This design comes from an exercise in tuning for small area on the open sky130 flow, not from production work.
Function was checked by simulation only, so behaviour that the tests miss may differ from the original.
The clock port is modelled as an ideal driver, which makes a skipped or thinned clock tree look cheaper than it is; a real chip needs a root buffer or a tree.
No activity file was given, so power comes from the tool's default toggle rates.

==> module keyboard_scan, before the edit <==
module keyboard_scan(
    input                clk,
    input                rstn,
    input        [3 :0]  col,
    output       [3 :0]  row,
    output reg   [3 :0]  cap,
    output reg           init,
    output               upd,
    output       [1 :0]  sel,
    output       [3 :0]  phase
);
reg [1:0] l;
reg [9:0] hs;                        
wire [9:0] h = hs ^ 10'b1010101010;
reg       hp;
reg [1:0] ri;
wire h_end = h[7] & h[6] & h[4] & h[3] & ~h[2] & h[0];                  
wire h_pls = ~h[9] & h[8] & ~h[7] & ~h[4] & ~h[3] & h[2] & ~h[1] & h[0];  
wire h_w   = h[9] & h[7] & h[6] & h[4] & ~h[2] & ~h[1] & h[0];           
wire wrap = h_end & (l == 2'd3);
wire rot  = wrap & hp;
always @(posedge clk) begin
    if (!rstn) begin
        l    <= 2'd0;
        hs   <= 10'b1010101010;      
        hp   <= 1'b1;
        ri   <= 2'd0;
        init <= 1'b1;
    end else begin
        l <= l + 2'd1;
        hs <= (h_end ? 10'd0 : {h[8:0], ~(h[9] ^ h[2])}) ^ 10'b1010101010;
        {ri, hp} <= {ri, hp} + wrap;
        if (rot)
            init <= 1'b0;
    end
end
always @(posedge clk)
    if (!hp) cap <= col;
assign upd   = hp & h_w & (h[5] ^ ri[1]);    
assign sel   = l;
assign row   = ~(4'b0001 << ri);
wire       pls = ~hp & (l == 2'd2) & h_pls;
wire [3:0] oh  = 4'b0001 << ri;
assign phase = {4{pls}} & {oh[1:0], oh[3:2]};
endmodule
export LEC_CHECK = 0
export CAP_MARGIN = 20
export CORE_MARGIN = 2
export CORE_UTILIZATION = 70
export PLACE_DENSITY = 0.8
export SLEW_MARGIN = 20
create_clock -name core_clock -period 10.0 [get_ports {clk}]
standard.sh (not shown) runs the stock make flow with config.mk's settings and CLKGATE_MAP_FILE= SYNTH_SCRIPT=/design/flow/synth_recipe.tcl, a recipe that flattens the netlist after the stock synthesis.
==> flow/flow/run.sh <==
#!/bin/bash
# Standard ORFS layout with these changes:
#  - after the standard synthesis, flow/remap.tcl re-maps its combinational
#    logic for area with Yosys/ABC (flow/remap.abc); the flip-flops are kept as
#    the standard synthesis made them. The standard netlist is kept as
#    1_2_yosys_standard.v beside the re-mapped 1_2_yosys.v;
#  - optionally (RMP_PASSES > 0) flow/restructure.tcl re-maps the logic again
#    with OpenROAD's restructure after floorplanning;
#  - flow/clocktree.tcl builds the clock tree by hand in place of TritonCTS;
#  - the port buffers are sky130_fd_sc_hd__buf_1.
# Each tool's output goes to a log in this folder (ORFS also keeps its step
# logs under orfs/logs).
set -euo pipefail
here=$(pwd)
res=$here/orfs/results/$FLOW_PLATFORM/keyboard/base
lib=$FLOW_HOME/platforms/$FLOW_PLATFORM/lib/sky130_fd_sc_hd__tt_025C_1v80.lib

bash standard.sh synth > synth.log 2>&1

python3 flow/libmodels.py $lib cell_models.v > libmodels.log 2>&1
cp $res/1_2_yosys.v $res/1_2_yosys_standard.v
dont_use=$(sed -n '/^export DONT_USE_CELLS += /,/^$/p' $FLOW_HOME/platforms/$FLOW_PLATFORM/config.mk | tr -d '\\' | tr ' ' '\n' | grep '^sky130' | tr '\n' ' ')
REMAP_IN=$res/1_2_yosys_standard.v REMAP_OUT=$res/1_2_yosys.v REMAP_CELLS=$here/cell_models.v \
  REMAP_ABC=$here/flow/remap.abc REMAP_LIB=$lib REMAP_DONT_USE="$dont_use" \
  yosys -c flow/remap.tcl > remap.log 2>&1

export CLK_SLEW_TARGET=0.12
export CLK_BUFS="sky130_fd_sc_hd__clkbuf_2 sky130_fd_sc_hd__clkbuf_4 sky130_fd_sc_hd__clkbuf_8 sky130_fd_sc_hd__clkbuf_16"
export CLK_ROOT_BUFS="sky130_fd_sc_hd__clkbuf_2 sky130_fd_sc_hd__clkbuf_4 sky130_fd_sc_hd__clkbuf_8"
export RMP_PASSES=${RMP_PASSES:-0}
hooks="PRE_CTS_TCL=$here/flow/clocktree.tcl"
if [ "$RMP_PASSES" -gt 0 ]; then hooks="$hooks POST_FLOORPLAN_TCL=$here/flow/restructure.tcl"; fi
bash standard.sh $hooks "BUFFER_PORTS_ARGS=-buffer_cell sky130_fd_sc_hd__buf_1" finish > standard_flow.log 2>&1
Other scripts of this flow, unchanged in this note and not shown: flow/flow/clocktree.tcl, flow/flow/libmodels.py, flow/flow/remap.abc, flow/flow/remap.tcl, flow/flow/restructure.tcl
Next try:
--- a/flow/design.v
+++ b/flow/design.v
@@ -39,7 +39,7 @@
 assign upd   = hp & h_w & (h[5] ^ ri[1]);    
 assign sel   = l;
 assign row   = ~(4'b0001 << ri);
-wire       pls = ~hp & (l == 2'd2) & h_pls;
+wire       pls = ~hp & (l == 2'd2) & h_pls & rstn;
 wire [3:0] oh  = 4'b0001 << ri;
 assign phase = {4{pls}} & {oh[1:0], oh[3:2]};
 endmodule
Power went up by 0.77%.
Final cell count went up by 0.34%.
Cell area hardly moves.
First-iteration DRC count goes down by 2.2%.
Clock power goes up by about 3%.
Wire length climbs by 1.1%.
Worst setup slack degrades by 1400 ps.
Synthesized area stays flat.
Sequential share of layout area falls by 0.16 points.
Global-route usage climbs by 0.37 points.
Register-to-register slack gains 380 ps.
Via count is higher by 0.47%.
In every run of this note, the design's own scripts or RTL, not TritonCTS, make the clock network.

port drivers added, routing unchanged:
Ports are ideal in the flow. The routed layouts listed here were re-timed in OpenROAD. Step 1 (the two cells are an assumption about what drives the block):
set clk [get_ports {clk}]
set_driving_cell -lib_cell sky130_fd_sc_hd__clkbuf_16 $clk
set_driving_cell -lib_cell sky130_fd_sc_hd__buf_2 [delete_from_list [all_inputs] $clk]
Step 2 adds t to the input delays and takes it off the output delays; t is the mean of the earliest and latest rising clock arrival at the registers after step 1. Input paths then give back, and output paths get back, about the clock's delay inside the block. Slacks: ideal / step 1 / step 2; pairs: ideal / step 1.
| run | t, ns | setup slack, ns | worst hold slack (ns) | worst setup path at the end | worst register clock-pin slew, ns |
|---|---|---|---|---|---|
| the first run | 0.443 | 6.083 / 6.059 / 6.502 | 0.331 / 0.331 / 0.331 | register to output | 0.12 / 0.12 |
| the second run | 0.452 | 4.656 / 4.632 / 4.632 | 0.331 / 0.331 / 0.331 | input to output | 0.11 / 0.11 |
After both steps every run listed still meets setup and hold. The setup slack of the second run, which loses most, moves by -0.024 ns with the drivers and by -0.024 ns with both steps.
